This design comes from an exercise in tuning for small area, a short achievable clock period and few clock cycles on the open sky130 flow, not from production work.
No functional check of the RTL was part of any run shown here.

==> design/flow/design.v <==
`timescale 1ns/1ns
module Controller(input clk, rst, start, compare, flag, output InitYin, InitW1, InitW2, InitB, InitFlag, InitAlpha, LdX1, LdX2, LdT, Select2, LdYin, LdFlag, LdAlphaT, LdW1, LdW2, LdB,ReadEn,Ready, output [1:0] Select1, Sel1, Sel2);
	reg initYin, initW1, initW2, initB, initFlag, initAlpha, ldX1, ldX2, ldT, select2, ldYin, ldFlag, ldAlphaT, ldW1, ldW2, ldB;
	reg [1:0] select1, sel1, sel2;
	reg [3:0] ns, ps;
	reg ldCnt, cntDown;
	reg readEn, ready;
	wire co;
	reg [7:0] Cout;
	always@(ps, start, co, compare, flag)begin
		ns = 4'b0;
		case(ps)
			4'b0000: begin
				ns = (start)? 4'b0001 : 4'b0000;
			  end
			4'b0001: begin
				ns = 4'b0010;
				end
			4'b0010: begin
				ns = 4'b0011;
				end
			4'b0011: begin
				ns = 4'b0100;
				end
			4'b0100: begin
				ns = 4'b0101;
				end
			4'b0101: begin
				ns = compare ? 4'b0110 : 4'b1010;
				end
			4'b0110: begin
				ns = 4'b0111;
				end
			4'b0111: begin
				ns = 4'b1000;
				end
			4'b1000: begin
				ns = 4'b1001;
				end
			4'b1001: begin
				ns = 4'b1010;
				end
			4'b1010: begin
				ns = (co == 0) ? 4'b0010 : 
				     (flag == 1) ? 4'b1011 : 
				     (flag == 0) ? 4'b0000 : 4'b1010;
				end
			4'b1011: begin
			  ns = 4'b0010;
			  end
			default: ns = 4'b0000;
		endcase
	end
	always@(ps)begin
		{initYin, initW1, initW2, initB, initFlag, ldCnt, initAlpha, ldX1, ldX2, ldT, cntDown, select2, ldYin, ldFlag, ldAlphaT, ldW1, ldW2, ldB} = 18'b0;
		readEn = 1'b0;
		ready = 1'b0;
		select1 = 2'b0;
		sel1 = 2'b0;
		sel2 = 2'b0;
		case(ps)
			4'b0000: begin
				ready = 1;
			  end
			4'b0001: begin
				initW1 = 1;
				initW2 = 1;
				initB = 1;
				initYin = 1;
				ldCnt = 1;
				initAlpha = 1;
				end
			4'b0010: begin
				ldX1 = 1;
				ldX2 = 1;
				ldT = 1;
				cntDown = 1;
				readEn = 1;
				end
			4'b0011: begin
				sel1 = 2'b00;
				sel2 = 2'b01;
				select1 = 2'b01;
				select2 = 1;
				ldYin = 1;
				end
			4'b0100: begin
				sel1 = 2'b01;
				sel2 = 2'b10;
				select1 = 2'b00;
				select2 = 1;
				ldYin = 1;
				end
			4'b0101: begin
				end
			4'b0110: begin
				sel1 = 2'b10;
				sel2 = 2'b0;
				ldAlphaT = 1;
				ldFlag = 1;
				end
			4'b0111: begin
				sel1 = 2'b11;
				sel2 = 2'b01;
				select2 = 1;
				select1 = 2'b10;
				ldW1 = 1;
				end
			4'b1000: begin
				sel1 = 2'b11;
				sel2 = 2'b10;
				select2 = 1;
				select1 = 2'b11;
				ldW2 = 1;
				end
			4'b1001: begin
				select2 = 0;
				select1 = 2'b01;
				ldB = 1;
				end
			4'b1010: begin
				end
			4'b1011: begin
			  ldCnt = 1;
			  initFlag = 1;
			  end
		endcase
	end
	always@(posedge clk,posedge rst)begin
		if(rst) ps <= 4'b0000;
		else ps <= ns;
	end
	always@(posedge clk, posedge rst)begin
	  if(rst)
	    Cout = 8'b11001000;
	  else begin
	    if(ldCnt) Cout <= 8'b11001000;
	    else if(cntDown) Cout <= Cout - 1;
	  end
  end
  assign co = ~|{Cout};
  assign InitYin = initYin;
  assign InitW1 = initW1;
  assign InitW2 = initW2;
  assign InitB = initB;
  assign InitFlag = initFlag;
  assign LdCnt = ldCnt;
  assign InitAlpha = initAlpha;
  assign LdX1 = ldX1;
  assign LdX2 = ldX2;
  assign LdT = ldT;
  assign CntDown = cntDown;
  assign Select1 = select1;
  assign Select2 = select2;
  assign LdYin = ldYin;
  assign LdFlag = ldFlag;
  assign LdAlphaT = ldAlphaT;
  assign LdW1 = ldW1;
  assign LdW2 = ldW2;
  assign LdB = ldB;
  assign Sel1 = sel1;
  assign Sel2 = sel2;
  assign ReadEn = readEn;
  assign Ready = ready;
endmodule
`timescale 1ns/1ns
module FlagReg(input clk,rst,loadData,initVal, output out);
  reg outData;
  assign out = outData;
  always@(posedge clk, posedge rst)begin
    if(rst) outData <= 1'b0;
    else
    begin
      if(initVal) outData <= 1'b0;
      else
    begin
    if (loadData) outData <= 1'b1;
    else outData <= outData;
    end
  end
  end
endmodule
`timescale 1ns/1ns
module Reg2bit(input clk,rst,loadData,initVal, input [1:0] inData, output[1:0] out);
  reg [1:0] outData;
  assign out = outData;
  always@(posedge clk, posedge rst)begin
    if(rst) outData <= 2'b0;
    else
    begin
      if(initVal) outData <= 2'b0;
      else
    begin
    if (loadData) outData <= inData;
    else outData <= outData;
    end
  end
  end
endmodule
`timescale 1ns/1ns
module Reg3bit(input clk,rst,loadData,initVal, input [2:0] inData, output[2:0] out);
  reg [2:0] outData;
  assign out = outData;
  always@(posedge clk, posedge rst)begin
    if(rst) outData <= 3'b0;
    else
    begin
      if(initVal) outData <= 3'b0;
      else
    begin
    if (loadData) outData <= inData;
    else outData <= outData;
    end
  end
  end
endmodule
`timescale 1ns/1ns
module Reg7bit(input clk,rst,loadData,initVal, input [6:0] inData, output[6:0] out);
  reg [6:0] outData;
  assign out = outData;
  always@(posedge clk, posedge rst)begin
    if(rst) outData <= 7'b0;
    else
    begin
      if(initVal) outData <= 7'b0;
      else
    begin
    if (loadData) outData <= inData;
    else outData <= outData;
    end
  end
  end
endmodule
`timescale 1ns/1ns
module Reg14bit(input clk,rst,loadData,initVal, input [13:0] inData, output[13:0] out);
  reg [13:0] outData;
  assign out = outData;
  always@(posedge clk, posedge rst)begin
    if(rst) outData <= 14'b0;
    else
    begin
      if(initVal) outData <= 14'b0;
      else
    begin
    if (loadData) outData <= inData;
    else outData <= outData;
    end
  end
  end
endmodule
`timescale 1ns/1ns
module Mux2to1(input select, input [13:0]in1,in2, output [13:0]MuxOut);
  assign MuxOut = ~select ? in1 : in2;
endmodule
`timescale 1ns/1ns
module Mux4to1(input [1:0]select, input [13:0]in1,in2,in3,in4, output [13:0]MuxOut);
  assign MuxOut = select==2'b00 ? in1 :
          select==2'b01 ? in2 :
          select==2'b10 ? in3 :
          select==2'b11 ? in4 : 14'bz;
endmodule
`timescale 1ns/1ns
module adder( input [13:0] op1, op2, output [13:0] result );
  assign result = op1 + op2;
endmodule
`timescale 1ns/1ns
module multiplier( input [13:0] op1, op2, output [13:0] result );
  wire [27:0] w;
  wire signed [13:0] operand1,operand2;
  assign operand1 = op1;
  assign operand2 = op2;
  assign w = operand1 * operand2;
  assign result = w[21:8];
endmodule
`timescale 1ns/1ns
module DataPath(input clk,rst, input [6:0] x1Data,x2Data, input [1:0] tData, input InitYin, InitW1, InitW2, InitB, InitFlag, InitAlpha, LdX1, LdX2, LdT, Select2, LdYin, LdFlag, LdAlphaT, LdW1, LdW2, LdB, input [1:0]  Select1, Sel1, Sel2, output compare, flag, output[1:0] signYin, output[13:0] w1,w2,b,Yin);
  wire [6:0] x1,x2;
  wire [1:0] t;
  wire [2:0] alpha,alphaT;
  wire [13:0] AddOut,MultOut,MultOp1,MultOp2,AddOp1,AddOp2;
  wire [13:0] castedT,castedAlphaT,castedAlpha,castedX1,castedX2;
  assign castedT = t[1] ? {4'b1111, t, 8'b0}: {4'b0, t, 8'b0};
  assign castedAlphaT = alphaT[2] ? {5'b11111, alphaT, 6'b0}: {5'b0, alphaT, 6'b0};
  assign castedAlpha = alpha[2] ? {5'b11111, alpha, 6'b0}: {5'b0, alpha, 6'b0};
  assign castedX1 = x1[6] ? {3'b111, x1, 4'b0}: {3'b0, x1, 4'b0};
  assign castedX2 = x2[6] ? {3'b111, x2, 4'b0}: {3'b0, x2, 4'b0};
  FlagReg FLAG(clk,rst,LdFlag,InitFlag, flag);
  Reg2bit T(clk,rst,LdT,1'b0,tData,t);
  Reg3bit ALPHA(clk,rst,InitAlpha,1'b0,3'b011, alpha);
  Reg3bit ALPHAT(clk,rst,LdAlphaT,1'b0,MultOut[8:6], alphaT);
  Reg7bit X1(clk,rst,LdX1,1'b0,x1Data, x1);
  Reg7bit X2(clk,rst,LdX2,1'b0,x2Data, x2);
  Reg14bit W1(clk,rst,LdW1,InitW1,AddOut, w1);
  Reg14bit W2(clk,rst,LdW2,InitW2,AddOut, w2);
  Reg14bit B (clk,rst,LdB,InitB,AddOut, b);
  Reg14bit YIN (clk,rst,LdYin,InitYin,AddOut, Yin);
  Mux4to1 MULTOP1(Sel1,w1,w2,castedT,castedAlphaT, MultOp1);
  Mux4to1 MULTOP2(Sel2,castedAlpha,castedX1,castedX2,14'b0, MultOp2);
  Mux4to1 ADDOP1(Select1,Yin,b,w1,w2, AddOp1);
  Mux2to1 ADDOP2(Select2,castedAlphaT,MultOut, AddOp2);
  multiplier MULTIPLIER(MultOp1,MultOp2, MultOut);
  adder ADDER(AddOp1,AddOp2, AddOut);
  assign compare = (Yin == 14'b0) ? 1 : (Yin[13] ^ t[1]);
  assign signYin = Yin[13] ? 2'b11 : 2'b01;  
endmodule
`timescale 1ns/1ns
module LearningMachine(input clk,rst, start, input [6:0] x1Data,x2Data, input [1:0] tData, output[1:0] signYin, output[13:0] w1,w2,b,Yin,output ReadEn, Ready);
  reg busy, rdEn, valid;
  reg xlast, flag;
  reg [7:0] cnt;      
  reg [6:0] x1, x2;
  reg [3:0] o1, o2;      
  reg [2:0] tw1, tw2;    
  reg t;
  reg [11:0] u1, u2;
  reg [7:0] v;
  reg [13:0] yReg;
  wire [13:0] ya, yb;
  wire [11:0] u1n, u2n;
  wire n1;
  wire n2;
  wire n3;
  wire n4;
  wire n5;
  wire n6;
  wire n7;
  wire n8;
  wire n9;
  wire n10;
  wire n11;
  wire n12;
  wire n13;
  wire n14;
  wire n15;
  wire n16;
  wire n17;
  wire n18;
  wire n19;
  wire n20;
  wire n21;
  wire n22;
  wire n23;
  wire n24;
  wire n25;
  wire n26;
  wire n27;
  wire n28;
  wire n29;
  wire n30;
  wire n31;
  wire n32;
  wire n33;
  wire n34;
  wire n35;
  wire n36;
  wire n37;
  wire n38;
  wire n39;
  wire n40;
  wire n41;
  wire n42;
  wire n43;
  wire n44;
  wire n45;
  wire n46;
  wire n47;
  wire n48;
  wire n49;
  wire s50;
  wire c51;
  wire s52;
  wire c53;
  wire n54;
  wire n55;
  wire n56;
  wire n57;
  wire n58;
  wire n59;
  wire n60;
  wire n61;
  wire n62;
  wire n63;
  wire n64;
  wire n65;
  wire n66;
  wire n67;
  wire n68;
  wire n69;
  wire n70;
  wire n71;
  wire n72;
  wire n73;
  wire n74;
  wire n75;
  wire n76;
  wire n77;
  wire n78;
  wire n79;
  wire n80;
  wire n81;
  wire n82;
  wire n83;
  wire n84;
  wire n85;
  wire n86;
  wire n87;
  wire n88;
  wire n89;
  wire n90;
  wire n91;
  wire n92;
  wire n93;
  wire n94;
  wire n95;
  wire n96;
  wire n97;
  wire n98;
  wire n99;
  wire n100;
  wire n101;
  wire s102;
  wire c103;
  wire s104;
  wire c105;
  wire s106;
  wire c107;
  wire s108;
  wire c109;
  wire s110;
  wire c111;
  wire s112;
  wire c113;
  wire s114;
  wire c115;
  wire s116;
  wire c117;
  wire s118;
  wire c119;
  wire s120;
  wire c121;
  wire s122;
  wire c123;
  wire s124;
  wire c125;
  wire s126;
  wire c127;
  wire s128;
  wire c129;
  wire s130;
  wire c131;
  wire s132;
  wire c133;
  wire s134;
  wire c135;
  wire s136;
  wire c137;
  wire s138;
  wire c139;
  wire s140;
  wire c141;
  wire s142;
  wire c143;
  wire s144;
  wire c145;
  wire s146;
  wire c147;
  wire s148;
  wire c149;
  wire s150;
  wire c151;
  wire s152;
  wire c153;
  wire s154;
  wire c155;
  wire s156;
  wire c157;
  wire s158;
  wire c159;
  wire s160;
  wire c161;
  wire s162;
  wire c163;
  wire s164;
  wire c165;
  wire s166;
  wire c167;
  wire s168;
  wire c169;
  wire s170;
  wire c171;
  wire s172;
  wire c173;
  wire s174;
  wire c175;
  wire s176;
  wire c177;
  wire s178;
  wire c179;
  wire s180;
  wire c181;
  wire s182;
  wire c183;
  wire s184;
  wire c185;
  wire s186;
  wire c187;
  wire s188;
  wire c189;
  wire s190;
  wire c191;
  wire s192;
  wire c193;
  wire s194;
  wire c195;
  wire s196;
  wire c197;
  wire s198;
  wire c199;
  wire s200;
  wire c201;
  wire s202;
  wire c203;
  wire s204;
  wire c205;
  wire s206;
  wire c207;
  wire s208;
  wire c209;
  wire s210;
  wire c211;
  wire s212;
  wire c213;
  wire s214;
  wire c215;
  wire s216;
  wire c217;
  wire s218;
  wire c219;
  wire s220;
  wire c221;
  wire s222;
  wire c223;
  wire s224;
  wire c225;
  wire s226;
  wire c227;
  wire s228;
  wire c229;
  wire s230;
  wire c231;
  wire s232;
  wire c233;
  wire s234;
  wire c235;
  wire s236;
  wire c237;
  wire s238;
  wire c239;
  wire s240;
  wire c241;
  wire s242;
  wire c243;
  wire s244;
  wire c245;
  wire s246;
  wire c247;
  wire s248;
  wire c249;
  wire s250;
  wire c251;
  wire s252;
  wire c253;
  wire s254;
  wire c255;
  wire s256;
  wire c257;
  wire s258;
  wire c259;
  wire s260;
  wire c261;
  wire s262;
  wire c263;
  wire s264;
  wire c265;
  wire s266;
  wire c267;
  wire s268;
  wire c269;
  wire s270;
  wire c271;
  wire s272;
  wire c273;
  wire s274;
  wire c275;
  wire n276;
  wire n277;
  wire n278;
  wire n279;
  wire n280;
  wire n281;
  wire n282;
  wire n283;
  wire n284;
  wire n285;
  wire n286;
  wire n287;
  wire s288;
  wire c289;
  wire s290;
  wire c291;
  wire s292;
  wire c293;
  wire s294;
  wire c295;
  wire s296;
  wire c297;
  wire s298;
  wire c299;
  wire s300;
  wire c301;
  wire s302;
  wire c303;
  wire s304;
  wire c305;
  wire s306;
  wire c307;
  wire s308;
  wire c309;
  wire s310;
  wire c311;
  wire s312;
  wire c313;
  wire s314;
  wire c315;
  wire s316;
  wire c317;
  wire s318;
  wire c319;
  wire s320;
  wire c321;
  wire s322;
  wire c323;
  wire s324;
  wire c325;
  wire s326;
  wire c327;
  wire s328;
  wire c329;
  wire s330;
  wire c331;
  wire s332;
  wire c333;
  wire n334;
  wire n335;
  wire n336;
  wire n337;
  wire n338;
  wire n339;
  wire n340;
  wire n341;
  wire n342;
  wire n343;
  wire n344;
  wire n345;
  wire s346;
  wire c347;
  wire s348;
  wire c349;
  wire s350;
  wire c351;
  wire s352;
  wire c353;
  wire s354;
  wire c355;
  wire s356;
  wire c357;
  wire s358;
  wire c359;
  wire s360;
  wire c361;
  wire s362;
  wire c363;
  wire s364;
  wire c365;
  wire s366;
  wire c367;
  wire s368;
  wire c369;
  wire s370;
  wire c371;
  wire s372;
  wire c373;
  wire s374;
  wire c375;
  wire s376;
  wire c377;
  wire s378;
  wire c379;
  wire s380;
  wire c381;
  wire s382;
  wire c383;
  wire s384;
  wire c385;
  wire s386;
  wire c387;
  wire s388;
  wire c389;
  wire s390;
  wire c391;
  assign n1 = ((o1[0] & u1[0])) ^ x1[1];
  assign n2 = ((o1[0] & u1[1]) | (tw1[0] & u1[0])) ^ x1[1];
  assign n3 = ((o1[0] & u1[2]) | (tw1[0] & u1[1])) ^ x1[1];
  assign n4 = ((o1[0] & u1[3]) | (tw1[0] & u1[2])) ^ x1[1];
  assign n5 = ((o1[0] & u1[4]) | (tw1[0] & u1[3])) ^ x1[1];
  assign n6 = ((o1[0] & u1[5]) | (tw1[0] & u1[4])) ^ x1[1];
  assign n7 = ((o1[0] & u1[6]) | (tw1[0] & u1[5])) ^ x1[1];
  assign n8 = ((o1[0] & u1[7]) | (tw1[0] & u1[6])) ^ x1[1];
  assign n9 = ((o1[0] & u1[8]) | (tw1[0] & u1[7])) ^ x1[1];
  assign n10 = ((o1[0] & u1[9]) | (tw1[0] & u1[8])) ^ x1[1];
  assign n11 = ((o1[0] & u1[10]) | (tw1[0] & u1[9])) ^ x1[1];
  assign n12 = ((o1[0] & u1[11]) | (tw1[0] & u1[10])) ^ x1[1];
  assign n13 = ~(((o1[0] & u1[11]) | (tw1[0] & u1[11])) ^ x1[1]);
  assign n14 = ((o1[1] & u1[0])) ^ x1[3];
  assign n15 = ((o1[1] & u1[1]) | (tw1[1] & u1[0])) ^ x1[3];
  assign n16 = ((o1[1] & u1[2]) | (tw1[1] & u1[1])) ^ x1[3];
  assign n17 = ((o1[1] & u1[3]) | (tw1[1] & u1[2])) ^ x1[3];
  assign n18 = ((o1[1] & u1[4]) | (tw1[1] & u1[3])) ^ x1[3];
  assign n19 = ((o1[1] & u1[5]) | (tw1[1] & u1[4])) ^ x1[3];
  assign n20 = ((o1[1] & u1[6]) | (tw1[1] & u1[5])) ^ x1[3];
  assign n21 = ((o1[1] & u1[7]) | (tw1[1] & u1[6])) ^ x1[3];
  assign n22 = ((o1[1] & u1[8]) | (tw1[1] & u1[7])) ^ x1[3];
  assign n23 = ((o1[1] & u1[9]) | (tw1[1] & u1[8])) ^ x1[3];
  assign n24 = ((o1[1] & u1[10]) | (tw1[1] & u1[9])) ^ x1[3];
  assign n25 = ((o1[1] & u1[11]) | (tw1[1] & u1[10])) ^ x1[3];
  assign n26 = ~(((o1[1] & u1[11]) | (tw1[1] & u1[11])) ^ x1[3]);
  assign n27 = ((o1[2] & u1[0])) ^ x1[5];
  assign n28 = ((o1[2] & u1[1]) | (tw1[2] & u1[0])) ^ x1[5];
  assign n29 = ((o1[2] & u1[2]) | (tw1[2] & u1[1])) ^ x1[5];
  assign n30 = ((o1[2] & u1[3]) | (tw1[2] & u1[2])) ^ x1[5];
  assign n31 = ((o1[2] & u1[4]) | (tw1[2] & u1[3])) ^ x1[5];
  assign n32 = ((o1[2] & u1[5]) | (tw1[2] & u1[4])) ^ x1[5];
  assign n33 = ((o1[2] & u1[6]) | (tw1[2] & u1[5])) ^ x1[5];
  assign n34 = ((o1[2] & u1[7]) | (tw1[2] & u1[6])) ^ x1[5];
  assign n35 = ((o1[2] & u1[8]) | (tw1[2] & u1[7])) ^ x1[5];
  assign n36 = ((o1[2] & u1[9]) | (tw1[2] & u1[8])) ^ x1[5];
  assign n37 = ((o1[2] & u1[10]) | (tw1[2] & u1[9])) ^ x1[5];
  assign n38 = ((o1[2] & u1[11]) | (tw1[2] & u1[10])) ^ x1[5];
  assign n39 = (o1[3] & u1[0]);
  assign n40 = x1[6] & ~((o1[3] & u1[0]));
  assign n41 = ((o1[3] & u1[1])) ^ x1[6];
  assign n42 = ((o1[3] & u1[2])) ^ x1[6];
  assign n43 = ((o1[3] & u1[3])) ^ x1[6];
  assign n44 = ((o1[3] & u1[4])) ^ x1[6];
  assign n45 = ((o1[3] & u1[5])) ^ x1[6];
  assign n46 = ((o1[3] & u1[6])) ^ x1[6];
  assign n47 = ((o1[3] & u1[7])) ^ x1[6];
  assign n48 = ((o1[3] & u1[8])) ^ x1[6];
  assign n49 = ((o1[3] & u1[9])) ^ x1[6];
  LM_ha hs50(n1, x1[1], s50, c51);
  LM_ha hs52(n2, c51, s52, c53);
  assign n54 = ((o2[0] & u2[0])) ^ x2[1];
  assign n55 = ((o2[0] & u2[1]) | (tw2[0] & u2[0])) ^ x2[1];
  assign n56 = ((o2[0] & u2[2]) | (tw2[0] & u2[1])) ^ x2[1];
  assign n57 = ((o2[0] & u2[3]) | (tw2[0] & u2[2])) ^ x2[1];
  assign n58 = ((o2[0] & u2[4]) | (tw2[0] & u2[3])) ^ x2[1];
  assign n59 = ((o2[0] & u2[5]) | (tw2[0] & u2[4])) ^ x2[1];
  assign n60 = ((o2[0] & u2[6]) | (tw2[0] & u2[5])) ^ x2[1];
  assign n61 = ((o2[0] & u2[7]) | (tw2[0] & u2[6])) ^ x2[1];
  assign n62 = ((o2[0] & u2[8]) | (tw2[0] & u2[7])) ^ x2[1];
  assign n63 = ((o2[0] & u2[9]) | (tw2[0] & u2[8])) ^ x2[1];
  assign n64 = ((o2[0] & u2[10]) | (tw2[0] & u2[9])) ^ x2[1];
  assign n65 = ((o2[0] & u2[11]) | (tw2[0] & u2[10])) ^ x2[1];
  assign n66 = ~(((o2[0] & u2[11]) | (tw2[0] & u2[11])) ^ x2[1]);
  assign n67 = ((o2[1] & u2[0])) ^ x2[3];
  assign n68 = ((o2[1] & u2[1]) | (tw2[1] & u2[0])) ^ x2[3];
  assign n69 = ((o2[1] & u2[2]) | (tw2[1] & u2[1])) ^ x2[3];
  assign n70 = ((o2[1] & u2[3]) | (tw2[1] & u2[2])) ^ x2[3];
  assign n71 = ((o2[1] & u2[4]) | (tw2[1] & u2[3])) ^ x2[3];
  assign n72 = ((o2[1] & u2[5]) | (tw2[1] & u2[4])) ^ x2[3];
  assign n73 = ((o2[1] & u2[6]) | (tw2[1] & u2[5])) ^ x2[3];
  assign n74 = ((o2[1] & u2[7]) | (tw2[1] & u2[6])) ^ x2[3];
  assign n75 = ((o2[1] & u2[8]) | (tw2[1] & u2[7])) ^ x2[3];
  assign n76 = ((o2[1] & u2[9]) | (tw2[1] & u2[8])) ^ x2[3];
  assign n77 = ((o2[1] & u2[10]) | (tw2[1] & u2[9])) ^ x2[3];
  assign n78 = ((o2[1] & u2[11]) | (tw2[1] & u2[10])) ^ x2[3];
  assign n79 = ~(((o2[1] & u2[11]) | (tw2[1] & u2[11])) ^ x2[3]);
  assign n80 = ((o2[2] & u2[0])) ^ x2[5];
  assign n81 = ((o2[2] & u2[1]) | (tw2[2] & u2[0])) ^ x2[5];
  assign n82 = ((o2[2] & u2[2]) | (tw2[2] & u2[1])) ^ x2[5];
  assign n83 = ((o2[2] & u2[3]) | (tw2[2] & u2[2])) ^ x2[5];
  assign n84 = ((o2[2] & u2[4]) | (tw2[2] & u2[3])) ^ x2[5];
  assign n85 = ((o2[2] & u2[5]) | (tw2[2] & u2[4])) ^ x2[5];
  assign n86 = ((o2[2] & u2[6]) | (tw2[2] & u2[5])) ^ x2[5];
  assign n87 = ((o2[2] & u2[7]) | (tw2[2] & u2[6])) ^ x2[5];
  assign n88 = ((o2[2] & u2[8]) | (tw2[2] & u2[7])) ^ x2[5];
  assign n89 = ((o2[2] & u2[9]) | (tw2[2] & u2[8])) ^ x2[5];
  assign n90 = ((o2[2] & u2[10]) | (tw2[2] & u2[9])) ^ x2[5];
  assign n91 = ((o2[2] & u2[11]) | (tw2[2] & u2[10])) ^ x2[5];
  assign n92 = ((o2[3] & u2[0])) ^ x2[6];
  assign n93 = ((o2[3] & u2[1])) ^ x2[6];
  assign n94 = ((o2[3] & u2[2])) ^ x2[6];
  assign n95 = ((o2[3] & u2[3])) ^ x2[6];
  assign n96 = ((o2[3] & u2[4])) ^ x2[6];
  assign n97 = ((o2[3] & u2[5])) ^ x2[6];
  assign n98 = ((o2[3] & u2[6])) ^ x2[6];
  assign n99 = ((o2[3] & u2[7])) ^ x2[6];
  assign n100 = ((o2[3] & u2[8])) ^ x2[6];
  assign n101 = ((o2[3] & u2[9])) ^ x2[6];
  LM_ha hs102(n54, x2[1], s102, c103);
  LM_ha hs104(n55, c103, s104, c105);
  LM_fa fs106(x1[3], x2[3], n3, s106, c107);
  LM_fa fs108(x1[5], x2[5], n5, s108, c109);
  LM_ha hs110(n6, n17, s110, c111);
  LM_fa fs112(x2[6], n7, n18, s112, c113);
  LM_fa fs114(n29, n39, n60, s114, c115);
  LM_fa fs116(n8, n19, n30, s116, c117);
  LM_fa fs118(n40, n41, n61, s118, c119);
  LM_ha hs120(n72, n83, s120, c121);
  LM_fa fs122(v[0], n9, n20, s122, c123);
  LM_fa fs124(n31, n42, n62, s124, c125);
  LM_fa fs126(n73, n84, n94, s126, c127);
  LM_fa fs128(v[1], n10, n21, s128, c129);
  LM_fa fs130(n32, n43, n63, s130, c131);
  LM_fa fs132(n74, n85, n95, s132, c133);
  LM_fa fs134(v[2], n11, n22, s134, c135);
  LM_fa fs136(n33, n44, n64, s136, c137);
  LM_fa fs138(n75, n86, n96, s138, c139);
  LM_fa fs140(v[3], n12, n23, s140, c141);
  LM_fa fs142(n34, n45, n65, s142, c143);
  LM_fa fs144(n76, n87, n97, s144, c145);
  LM_fa fs146(v[4], n13, n24, s146, c147);
  LM_fa fs148(n35, n46, n66, s148, c149);
  LM_fa fs150(n77, n88, n98, s150, c151);
  LM_fa fs152(1'b1, v[5], n25, s152, c153);
  LM_fa fs154(n36, n47, n78, s154, c155);
  LM_ha hs156(n89, n99, s156, c157);
  LM_fa fs158(1'b1, v[6], n26, s158, c159);
  LM_fa fs160(n37, n48, n79, s160, c161);
  LM_ha hs162(n90, n100, s162, c163);
  LM_fa fs164(v[7], n38, n49, s164, c165);
  LM_ha hs166(n91, n101, s166, c167);
  LM_fa fs168(n14, n56, n67, s168, c169);
  LM_fa fs170(n4, n15, n57, s170, c171);
  LM_fa fs172(n16, n27, n58, s172, c173);
  LM_ha hs174(n69, n80, s174, c175);
  LM_fa fs176(n28, n59, n70, s176, c177);
  LM_fa fs178(n81, s110, c109, s178, c179);
  LM_fa fs180(n71, n82, n92, s180, c181);
  LM_fa fs182(c111, s112, s114, s182, c183);
  LM_fa fs184(n93, s120, c113, s184, c185);
  LM_fa fs186(c115, s116, s118, s186, c187);
  LM_fa fs188(c121, c117, c119, s188, c189);
  LM_fa fs190(s122, s124, s126, s190, c191);
  LM_fa fs192(c123, c125, c127, s192, c193);
  LM_fa fs194(s128, s130, s132, s194, c195);
  LM_fa fs196(c129, c131, c133, s196, c197);
  LM_fa fs198(s134, s136, s138, s198, c199);
  LM_fa fs200(c135, c137, c139, s200, c201);
  LM_fa fs202(s140, s142, s144, s202, c203);
  LM_fa fs204(c141, c143, c145, s204, c205);
  LM_fa fs206(s146, s148, s150, s206, c207);
  LM_fa fs208(s156, c147, c149, s208, c209);
  LM_fa fs210(c151, s152, s154, s210, c211);
  LM_fa fs212(c157, s162, c153, s212, c213);
  LM_fa fs214(c155, s158, s160, s214, c215);
  LM_fa fs216(t, c163, s166, s216, c217);
  LM_fa fs218(c159, c161, s164, s218, c219);
  LM_ha hs220(s106, c53, s220, c221);
  LM_fa fs222(n68, c107, c169, s222, c223);
  LM_fa fs224(s174, c171, s108, s224, c225);
  LM_fa fs226(c175, c173, s176, s226, c227);
  LM_fa fs228(c177, s180, c179, s228, c229);
  LM_fa fs230(c181, s184, c183, s230, c231);
  LM_fa fs232(c185, c187, s188, s232, c233);
  LM_fa fs234(c189, c191, s192, s234, c235);
  LM_fa fs236(c193, c195, s196, s236, c237);
  LM_fa fs238(c197, c199, s200, s238, c239);
  LM_fa fs240(c201, c203, s204, s240, c241);
  LM_fa fs242(c205, c207, s208, s242, c243);
  LM_fa fs244(c209, s212, c211, s244, c245);
  LM_fa fs246(c213, s216, c215, s246, c247);
  LM_ha hs248(c105, s168, s248, c249);
  LM_fa fs250(s170, c221, s222, s250, c251);
  LM_fa fs252(s172, c223, s224, s252, c253);
  LM_fa fs254(c225, s178, s226, s254, c255);
  LM_fa fs256(c227, s182, s228, s256, c257);
  LM_fa fs258(s186, c229, s230, s258, c259);
  LM_fa fs260(s190, c231, s232, s260, c261);
  LM_fa fs262(s194, c233, s234, s262, c263);
  LM_fa fs264(s198, c235, s236, s264, c265);
  LM_fa fs266(s202, c237, s238, s266, c267);
  LM_fa fs268(s206, c239, s240, s268, c269);
  LM_fa fs270(s210, c241, s242, s270, c271);
  LM_fa fs272(s214, c243, s244, s272, c273);
  LM_fa fs274(s218, c245, s246, s274, c275);
  assign ya = {c273, c271, c269, c267, c265, c263, c261, c259, c257, c255, c253, c251, c249, s248};
  assign yb = {s274, s272, s270, s268, s266, s264, s262, s260, s258, s256, s254, s252, s250, s220};
  assign n276 = x1[0] ^ t;
  assign n277 = x1[1] ^ t;
  assign n278 = x1[2] ^ t;
  assign n279 = x1[3] ^ t;
  assign n280 = x1[4] ^ t;
  assign n281 = x1[5] ^ t;
  assign n282 = x1[6] ^ t;
  assign n283 = x1[6] ^ t;
  assign n284 = x1[6] ^ t;
  assign n285 = x1[6] ^ t;
  assign n286 = x1[6] ^ t;
  assign n287 = x1[6] ^ t;
  LM_ha hs288(u1[1], n277, s288, c289);
  LM_ha hs290(u1[2], n278, s290, c291);
  LM_ha hs292(u1[3], n279, s292, c293);
  LM_ha hs294(u1[4], n280, s294, c295);
  LM_ha hs296(u1[5], n281, s296, c297);
  LM_ha hs298(u1[6], n282, s298, c299);
  LM_ha hs300(u1[7], n283, s300, c301);
  LM_ha hs302(u1[8], n284, s302, c303);
  LM_ha hs304(u1[9], n285, s304, c305);
  LM_ha hs306(u1[10], n286, s306, c307);
  LM_ha hs308(u1[11], n287, s308, c309);
  LM_ha hs310(u1[0], n276, s310, c311);
  LM_fa fs312(n276, t, s288, s312, c313);
  LM_fa fs314(n277, c289, s290, s314, c315);
  LM_fa fs316(n278, c291, s292, s316, c317);
  LM_fa fs318(n279, c293, s294, s318, c319);
  LM_fa fs320(n280, c295, s296, s320, c321);
  LM_fa fs322(n281, c297, s298, s322, c323);
  LM_fa fs324(n282, c299, s300, s324, c325);
  LM_fa fs326(n283, c301, s302, s326, c327);
  LM_fa fs328(n284, c303, s304, s328, c329);
  LM_fa fs330(n285, c305, s306, s330, c331);
  LM_fa fs332(n286, c307, s308, s332, c333);
  assign u1n = {c331, c329, c327, c325, c323, c321, c319, c317, c315, c313, c311, s310} + {s332, s330, s328, s326, s324, s322, s320, s318, s316, s314, s312, t};
  assign n334 = x2[0] ^ t;
  assign n335 = x2[1] ^ t;
  assign n336 = x2[2] ^ t;
  assign n337 = x2[3] ^ t;
  assign n338 = x2[4] ^ t;
  assign n339 = x2[5] ^ t;
  assign n340 = x2[6] ^ t;
  assign n341 = x2[6] ^ t;
  assign n342 = x2[6] ^ t;
  assign n343 = x2[6] ^ t;
  assign n344 = x2[6] ^ t;
  assign n345 = x2[6] ^ t;
  LM_ha hs346(u2[1], n335, s346, c347);
  LM_ha hs348(u2[2], n336, s348, c349);
  LM_ha hs350(u2[3], n337, s350, c351);
  LM_ha hs352(u2[4], n338, s352, c353);
  LM_ha hs354(u2[5], n339, s354, c355);
  LM_ha hs356(u2[6], n340, s356, c357);
  LM_ha hs358(u2[7], n341, s358, c359);
  LM_ha hs360(u2[8], n342, s360, c361);
  LM_ha hs362(u2[9], n343, s362, c363);
  LM_ha hs364(u2[10], n344, s364, c365);
  LM_ha hs366(u2[11], n345, s366, c367);
  LM_ha hs368(u2[0], n334, s368, c369);
  LM_fa fs370(n334, t, s346, s370, c371);
  LM_fa fs372(n335, c347, s348, s372, c373);
  LM_fa fs374(n336, c349, s350, s374, c375);
  LM_fa fs376(n337, c351, s352, s376, c377);
  LM_fa fs378(n338, c353, s354, s378, c379);
  LM_fa fs380(n339, c355, s356, s380, c381);
  LM_fa fs382(n340, c357, s358, s382, c383);
  LM_fa fs384(n341, c359, s360, s384, c385);
  LM_fa fs386(n342, c361, s362, s386, c387);
  LM_fa fs388(n343, c363, s364, s388, c389);
  LM_fa fs390(n344, c365, s366, s390, c391);
  assign u2n = {c389, c387, c385, c383, c381, c379, c377, c375, c373, c371, c369, s368} + {s390, s388, s386, s384, s382, s380, s378, s376, s374, s372, s370, t};
  wire [13:0] yt = ya + yb;
  wire [13:0] y = {yt[13] ^ t, yt[12:0]};
  wire [13:0] zx = ya ^ yb ^ {ya[12:0] | yb[12:0], 1'b0} ^ {t, 13'd0};
  wire yzero = ~|zx;
  wire mis = yzero | yt[13];
  wire upd = valid & mis;
  wire [7:0] vn = t ? v - 8'd3 : v + 8'd3;
  wire last = (cnt == 8'd14);
  function [6:0] booth(input [6:0] x);
    reg [8:0] e;
    integer i;
    begin
      e = {x[6], x, 1'b0};
      for (i = 0; i < 4; i = i + 1)
        booth[i] = e[2*i+1] ^ e[2*i];
      for (i = 0; i < 3; i = i + 1)
        booth[4+i] = (e[2*i+2] & ~e[2*i+1] & ~e[2*i]) | (~e[2*i+2] & e[2*i+1] & e[2*i]);
    end
  endfunction
  wire [6:0] bd1 = booth(x1Data);
  wire [6:0] bd2 = booth(x2Data);
  always @(posedge clk) begin
    x1 <= x1Data; x2 <= x2Data; t <= tData[1];
    o1 <= bd1[3:0]; tw1 <= bd1[6:4];
    o2 <= bd2[3:0]; tw2 <= bd2[6:4];
  end
  always @(posedge clk) begin
    if (!busy) begin
      xlast <= 1'b0; flag <= 1'b0; cnt <= 8'd1;
    end else begin
      if (rdEn) begin
        xlast <= last;
        cnt <= last ? 8'd1 : {cnt[6:0], cnt[7] ^ cnt[5] ^ cnt[4] ^ cnt[3]};
      end
      if (rdEn && last) flag <= 1'b0;
      else if (upd && !xlast) flag <= 1'b1;
    end
  end
  always @(posedge clk, posedge rst) begin
    if (rst) begin
      busy <= 1'b0; rdEn <= 1'b0; valid <= 1'b0;
      u1 <= 12'd0; u2 <= 12'd0; v <= 8'd0; yReg <= 14'd0;
    end else begin
      if (valid) yReg <= y;
      if (!busy) begin
        if (start) begin
          busy <= 1'b1; rdEn <= 1'b1; valid <= 1'b0;
          u1 <= 12'd0; u2 <= 12'd0; v <= 8'd0;
        end
      end else begin
        valid <= rdEn;
        if (upd) begin
          u1 <= u1n; u2 <= u2n; v <= vn;
        end
        if (rdEn && last) begin
          rdEn <= flag | upd;
        end else if (!rdEn && xlast && valid) begin
          rdEn <= mis;
          busy <= mis;
        end
      end
    end
  end
  assign w1 = {u1, 2'b00};
  assign w2 = {u2, 2'b00};
  assign b = {v, 6'b0};
  assign Yin = yReg;
  assign signYin = {yReg[13], 1'b1};
  assign ReadEn = rdEn;
  assign Ready = ~busy;
endmodule
module LM_fa(input a, b, c, output s, co);
  assign s = a ^ b ^ c;
  assign co = (a & b) | (a & c) | (b & c);
endmodule
module LM_ha(input a, b, output s, co);
  assign s = a ^ b;
  assign co = a & b;
endmodule
==> design/flow/flow/run.sh <==
#!/bin/bash
set -euo pipefail
bash standard.sh SETUP_SLACK_MARGIN=7 'BUFFER_PORTS_ARGS=-buffer_cell sky130_fd_sc_hd__buf_1' finish > standard_make.log 2>&1
==> design/flow/standard.sh <==
#!/bin/bash
# synth_recipe.tcl (not shown) runs the flow's synth.tcl, then flattens the netlist and writes it again
# the make line also repeats each setting of config.mk as NAME=value (left out here)
make -C /OpenROAD-flow-scripts/flow DESIGN_CONFIG=/design/flow/config.mk WORK_HOME=/design/flow/orfs CLKGATE_MAP_FILE= SYNTH_SCRIPT=/design/flow/synth_recipe.tcl "${@:-finish}"
==> design/flow/config.mk <==
export PLATFORM = sky130hd
export DESIGN_NAME = LearningMachine
export DESIGN_NICKNAME = LearningMachine
export VERILOG_FILES = /design/flow/design.v
export SDC_FILE = /design/flow/constraint.sdc
export NUM_CORES = 4
export LEC_CHECK = 0
export ABC_CLOCK_PERIOD_IN_PS = 5000
export CAP_MARGIN = 20
export CORE_MARGIN = 2
export CORE_UTILIZATION = 40
export SETUP_SLACK_MARGIN = 5
export SLEW_MARGIN = 20
export SYNTH_HIERARCHICAL = 1
export SYNTH_MINIMUM_KEEP_SIZE = 0
==> design/flow/constraint.sdc <==
create_clock -name core_clock -period 12.0 [get_ports {clk}]
set_input_delay 2.4000 -clock core_clock [delete_from_list [all_inputs] [get_ports {clk}]]
set_output_delay 2.4000 -clock core_clock [all_outputs]
set_load 0.01 [all_outputs]
==> flow_metrics.tcl, run 1 <==
set metrics [dict create \
    setup_viol 0 \
    antenna_found_initial 0 \
    drt_iter0_drc 376 \
    slew-limit-headroom_pct 36.0 \
    grt_pass1_vias 6825 \
    cp_common_cell "fa_1" \
    gp_congestion 0.836 \
    placed_cells 1274 \
    critical-path-top-delay-family "adder cells" \
    final_cell_mix "xnor2_1 (126), fa_1 (97), ha_1 (81)" \
    clk_pin_slew_ps 70 \
    fin_cells 1332 \
    synth_top_area_cell "fa_1" \
    htreeDepth 3 \
    cts_buffer_depth 2 \
    final_common_cell "xnor2_1" \
    dieArea_mm2 0.0250 \
    initial_core_util_pct 40.6 \
    vias 6885 \
    avgSynthCellArea_um2 10.0 \
    ant_nets 0 \
    grt_pass1_wl_um 37000 \
    crit_required_ps 12280 \
    dpl.hpwl_um 17200 \
    wl_per_cell_um 17.5 \
    period_share_pct 41.6 \
    synth_edf_count 0 \
    vias_per_cell 5.17 \
    start_kind "flop" \
    ys_ff_latch 86 \
    ys_types 53 \
    hold_class "reg -> reg" \
    crit_buf_inv 3 \
    cts_num_sinks 86 \
    ys_warn_count 8 \
    drive_above_1_share_pct 17.5 \
    slew_violations 0 \
    finalSetupTns_ps 0 \
    grt_use_total_pct 19.3 \
    cp_data_arrival_time_ps 5260 \
    numPortBuffers 66 \
    worstMarginPinSlew_ps 960 \
    numCtsBuffers 9 \
    pre_cts_slack_ps 6210 \
    diodes 0 \
    ys_seq_area_share_pct 20.7 \
    core_area_mm2 0.0234 \
    cts_hold_buf 0 \
    path_cells "buf_4 -> a22oi_2 -> xnor2_2 -> fa_1 -> fa_1 -> fa_1 -> fa_1 -> inv_1 -> ha_4 -> xnor2_1 -> nor4_2 -> and4_1 -> a21o_1 -> mux2i_4 -> nor2_4 -> clkbuf_16 -> mux2i_1" \
    rsz0062_at_grt "true" \
    clock_latency_ps 360 \
    io_pins 79 \
    nets 1220 \
    synth-main-ff-cell "dfrtp_1" \
    synth_area_leaders "fa_1 (22%), dfrtp_1 (13%), xnor2_1 (12%)" \
    syn_area_mm2 0.00951 \
    first_pass_iters 5 \
    syn2layout_area_growth_pct 15.5 \
    critPathKind "reg -> reg" \
    std_cell_rows 56 \
    cts_tree "built" \
    endpoint_kind "flop" \
    die_x_um 158 \
    path_max_fanout 8 \
    wl_um 23300 \
    fin_skew_ps 8.92 \
    fmax_mhz 201 \
    fin_crit_ps 4990 \
    synth_cells 951 \
    synth.top_cell.area_share_pct 21.7 \
    grt_max_degree 50 \
    post-route-drc-count 0 \
    overflow 0 \
    hold_viol 0 \
    root_buffer "clkbuf_16" \
    drv_cap 0 \
    status "timing/DRC/antenna clean" \
    slowest_delay_ps 570 \
    finalWorstSetupSlack_ps 7010 \
    slowest_stage "fa_1" \
    die_y_um 158 \
    ys_async_sr_fraction_pct 57.0 \
]
-- per-stage QoR --
stage	cell area, um2	hold WS (ps)	util (%)
after floorplan	9560	446	-
after global placement	9890	466	42.3
after detailed placement	9890	469	42.3
after CTS	10700	484	45.7
after global routing	11000	518	46.9
final	11000	484	46.9
-- flip-flops by register name, indices dropped and copies added, names as in the netlist, 3 cells and up --
signal,flops
tw1,3
u1,12
tw2,3
u2,12
x2,6
o2,4
v,8
x1,6
yReg,14
o1,4
cnt,8
-- modules after synthesis (local to each module, per instance) --
| module | flops+latches | area (um2) | times used | cells inside |
|---|---|---|---|---|
| LearningMachine | 86 | 7080 | 1 | 816 |
| LM_fa | 0 | 20.0 | 99 | 1 |
| LM_ha | 0 | 12.5 | 36 | 1 |
-- worst reg2reg max path, stage by stage, from the launching register on --
cell       delay [ps]
dfrtp_2           480
buf_4             160
a22oi_2           170
xnor2_2           100
fa_1              430
fa_1              560
fa_1              430
fa_1              570
inv_1              80
ha_4              310
xnor2_1            80
nor4_2            270
and4_1            280
a21o_1            180
mux2i_4           120
nor2_4            240
clkbuf_16         240
mux2i_1           180
-- kinds of logic (layout without fill, tap and decap cells) --
family          count (synthesis)  in the layout  share of synthesized area [%]
simple gates                  159            159                           7.92
xor+xnor                      169            169                           15.6
other cells                     2             13                         0.0790
fa+ha+maj                     193            193                           33.5
compound gates                196            196                           13.8
mux                            29             29                           3.16
buf+inv                       117            168                           5.24
flops                          86             86                           20.7
-- worst paths after layout --
kind,start,end,slack [ps],cells after the start
setup / recovery,u1[7],u2[6],7010,17
hold / removal,flag,flag,480,2
setup reg to reg,u1[7],u2[6],7010,17
hold reg to reg,flag,flag,480,2
max in group asynchronous,rst,u1[9],9270,3
min in group asynchronous,rst,busy,2210,3
-- cells in the mapped netlist, types with 5 or more instances --
| cell | instances |
|---|---|
| inv_1 | 38 |
| buf_1 | 15 |
| a211oi_1 | 6 |
| a22oi_1 | 66 |
| buf_2 | 5 |
| o211ai_1 | 6 |
| mux2_2 | 8 |
| nand2_1 | 71 |
| clkbuf_1 | 45 |
| nor3_1 | 6 |
| nor2_1 | 19 |
| nand3_1 | 18 |
| fa_1 | 103 |
| a21o_1 | 12 |
| dfxtp_1 | 37 |
| nor2b_1 | 10 |
| xnor2_1 | 133 |
| nand3b_1 | 5 |
| o21ai_0 | 42 |
| buf_4 | 14 |
| ha_1 | 90 |
| nand2b_1 | 16 |
| dfrtp_1 | 49 |
| mux2i_1 | 21 |
| xor2_1 | 36 |
| a21oi_1 | 32 |
-- cell type report --
class	count	area [um2]
clock buffers	9	225
clock inverters	7	71.3
fillers	2244	12400
inverters	38	143
multi-input cells	759	7420
flip-flops and latches	86	2050
well taps	319	399
repair buffers	114	676
-- layer usage --
| metal | global-route usage [%] | share of wire, % | vias up |
|---|---|---|---|
| met5 | 0 | 0 | - |
| met4 | 4.80 | 2.1 | 0 |
| met3 | 4.16 | 5.7 | 32 |
| met2 | 30.7 | 46 | 174 |
| met1 | 26.7 | 46 | 3366 |
| li1 | - | - | 3313 |
-- timing repair --
action	CTS	global route
pin swaps	19	12
cloned	1	2
setup buffers	31	8
setup endpoints to repair	36	35
endpoints found under the hold margin	0	0
gates resized for setup	79	49
==> inputs of run 2 (changes only) <==
==> design/flow/flow/run.sh (replaced) <==
#!/bin/bash
set -euo pipefail
bash standard.sh SETUP_SLACK_MARGIN=8 'BUFFER_PORTS_ARGS=-buffer_cell sky130_fd_sc_hd__buf_1' finish > standard_make.log 2>&1
==> run 2 against run 1 <==
Compared with the run above:
- setup slack gained 14 ps
- still clean
- cell area grew 3.0%
- non-clock buffer count grew 6
- critical path depth shrank 1
- synthesized area is the same
- core utilization grew 1.4 points
- cell count grew 0.45%
- clock-buffer cell count is the same
==> flow_metrics.tcl, run 2 <==
set metrics [dict create \
    start_kind "flop" \
    die_x_um 158 \
    clock_latency_ps 370 \
    crit_required_ps 12230 \
    wl_per_cell_um 18.1 \
    drive_above_1_share_pct 23.6 \
    synth_area_leaders "fa_1 (22%), dfrtp_1 (13%), xnor2_1 (12%)" \
    ys_ff_latch 86 \
    slew_violations 0 \
    diodes 0 \
    avgSynthCellArea_um2 10.0 \
    overflow 0 \
    placed_cell_area_mm2 0.0101 \
    numPortBuffers 66 \
    fill_cells 2235 \
    setup_viol 0 \
    synth.most_common_cell "xnor2_1" \
    synth_cells 951 \
    worstMarginPinSlew_ps 884 \
    path_max_fanout 11 \
    final_common_cell "xnor2_1" \
    period_share_pct 41.4 \
    ys_seq_area_share_pct 20.7 \
    drv_cap 0 \
    ant_nets 0 \
    initial_core_util_pct 40.6 \
    core_area_mm2 0.0234 \
    fin_crit_ps 4970 \
    cts_tree "built" \
    critPathKind "reg -> reg" \
    rsz0062_at_grt "true" \
    antenna_found_initial 0 \
    finalSetupTns_ps 0 \
    largest_register "yReg" \
    endpoint_kind "flop" \
    htreeDepth 3 \
    vias 6949 \
    post-route-drc-count 0 \
    ys_async_sr_fraction_pct 57.0 \
    wl_um 24200 \
    die_y_um 158 \
    grt_max_degree 50 \
    dieArea_mm2 0.0250 \
    ys_warn_count 8 \
    gp_congestion 0.858 \
    fin_skew_ps 14.0 \
    ys_types 53 \
    largest_register_ffs 14 \
    r2r_slack_ps 7030 \
    synth_top_area_cell "fa_1" \
    synth_commonest_cells "xnor2_1 (133), fa_1 (103), ha_1 (90)" \
    first_pass_iters 6 \
    numCtsBuffers 9 \
    clk_pin_slew_ps 70 \
    root_buffer "clkbuf_16" \
    synth_edf_count 0 \
    vias_per_cell 5.19 \
    io_pins 79 \
    hold_viol 0 \
    cts_num_sinks 86 \
    cp_data_arrival_time_ps 5210 \
    hold_class "reg -> reg" \
    grt_pass1_vias 7185 \
    final_cell_mix "xnor2_1 (117), ha_1 (76), fa_1 (73)" \
    slew-limit-headroom_pct 41.1 \
    nets 1226 \
    std_cell_rows 56 \
    syn2layout_area_growth_pct 18.9 \
    final_cell_area_mm2 0.0113 \
    fmax_mhz 201 \
    synth-main-ff-cell "dfrtp_1" \
    dpl.hpwl_um 17500 \
    grt_pass1_wl_um 39200 \
    syn_area_mm2 0.00951 \
    cts_buffer_depth 2 \
    synth.top_cell.area_share_pct 21.7 \
    status "timing/DRC/antenna clean" \
    grt_use_total_pct 20.6 \
    largest_registers "yReg: 14 flops, u1: 12 flops, u2: 12 flops" \
    drt_iter0_drc 342 \
]
## run 2: changes by cell type in the layout (fill, tap and decap cells not counted), sizes merged
cell,delta
buf,+7
bufinv,-1
clkbuf,-1
clkinv,-2
clkinvlp,+1
inv,+2
## run 2: worst max-delay path: stages (launching register included)
cell	delay, ps
dfxtp_2	580
xnor2_1	180
fa_1	440
fa_1	540
fa_1	440
fa_1	560
inv_2	50
ha_4	220
a21o_4	240
nor3_4	170
a211oi_4	120
a211oi_4	360
mux2i_4	430
nor2_4	100
buf_12	150
buf_12	140
mux2i_1	120
## run 2: per-stage QoR
stage	utilization (%)	instances	setup slack, ps	hold slack, ps
global placement	43.0	1274	6580	457
finish	48.3	1338	7030	487
detailed placement	43.0	1274	6530	476
CTS	47.6	1335	7070	491
floorplan	-	962	7390	446
global route	48.3	1338	6870	522
## run 2: repair_timing
item,4_1_cts,5_1_grt
setup endpoints to repair,44,44
pin swaps,43,20
cloned,2,1
hold buffers,0,0
setup buffers,43,2
gates resized for setup,120,31
## run 2: metal layers
| metal | global-route usage [%] | routed length, um | vias to the layer above |
|---|---|---|---|
| li1 | - | - | 3321 |
| met5 | 0 | 0 | - |
| met2 | 34.2 | 11700 | 135 |
| met1 | 27.8 | 11000 | 3463 |
| met3 | 3.72 | 1130 | 30 |
| met4 | 5.41 | 395 | 0 |
## run 2: layout make-up
class | instances | area [um2] | share of cell area (%)
Multi-Input combinational cell | 759 | 7680 | 67.9
Sequential cell | 86 | 2050 | 18.2
Timing Repair Buffer | 120 | 739 | 6.54
Clock inverter | 7 | 66.3 | 0.586
Clock buffer | 9 | 225 | 1.99
Inverter | 38 | 143 | 1.26
Tap cell | 319 | 399 | 3.53
## run 2: final timing paths
check | start | endpoint | cells past startpoint
worst max-delay path | x1[6] | u2[8] | 16
worst min-delay path | cnt[2] | cnt[2] | 2
worst max register to register | x1[6] | u2[8] | 16
worst min register to register | cnt[2] | cnt[2] | 2
max in group asynchronous | rst | u1[11] | 3
min in group asynchronous | rst | yReg[11] | 3
## run 2: cells by family after synthesis
kind of cell	share of synthesized area, %
xor gates and xnor gates	15.6
DFF	20.7
adders and majority gates	33.5
muxes	3.16
buffers and inverters	5.24
and+or+nand+nor	7.92
other	0.0790
AOI/OAI and AO/OA	13.8
## run 2: Yosys stat by module, one instance, submodules excluded
module	times used	cells inside	cell area (um2)
LM_fa	99	1	20.0
LearningMachine	1	816	7080
LM_ha	36	1	12.5

## static timing again, ports no longer ideal
The flow's constraints put no driver on any port. The routed layouts listed below were extracted and timed again, unchanged, in two steps. Step 1: set_driving_cell puts a clkbuf_16 on clk and a buf_2 on each other input, an assumption about the parent block. Step 2 moves the port delays by t, midway between the first and last clock arrival at a register: inputs arrive t later, outputs are due t later. That takes back most of the time a late clock gives input paths. a / b / c = ideal ports / drivers / drivers and shift; a / b = the first two.
run | shift t [ns] | setup slack, ns | worst hold slack (ns)
run 1 | 0.399 | 7.014 / 7.014 / 7.014 | 0.484 / 0.484 / 0.484
run 2 | 0.410 | 7.028 / 7.028 / 7.028 | 0.487 / 0.487 / 0.487
After both steps every run listed still meets setup and hold.
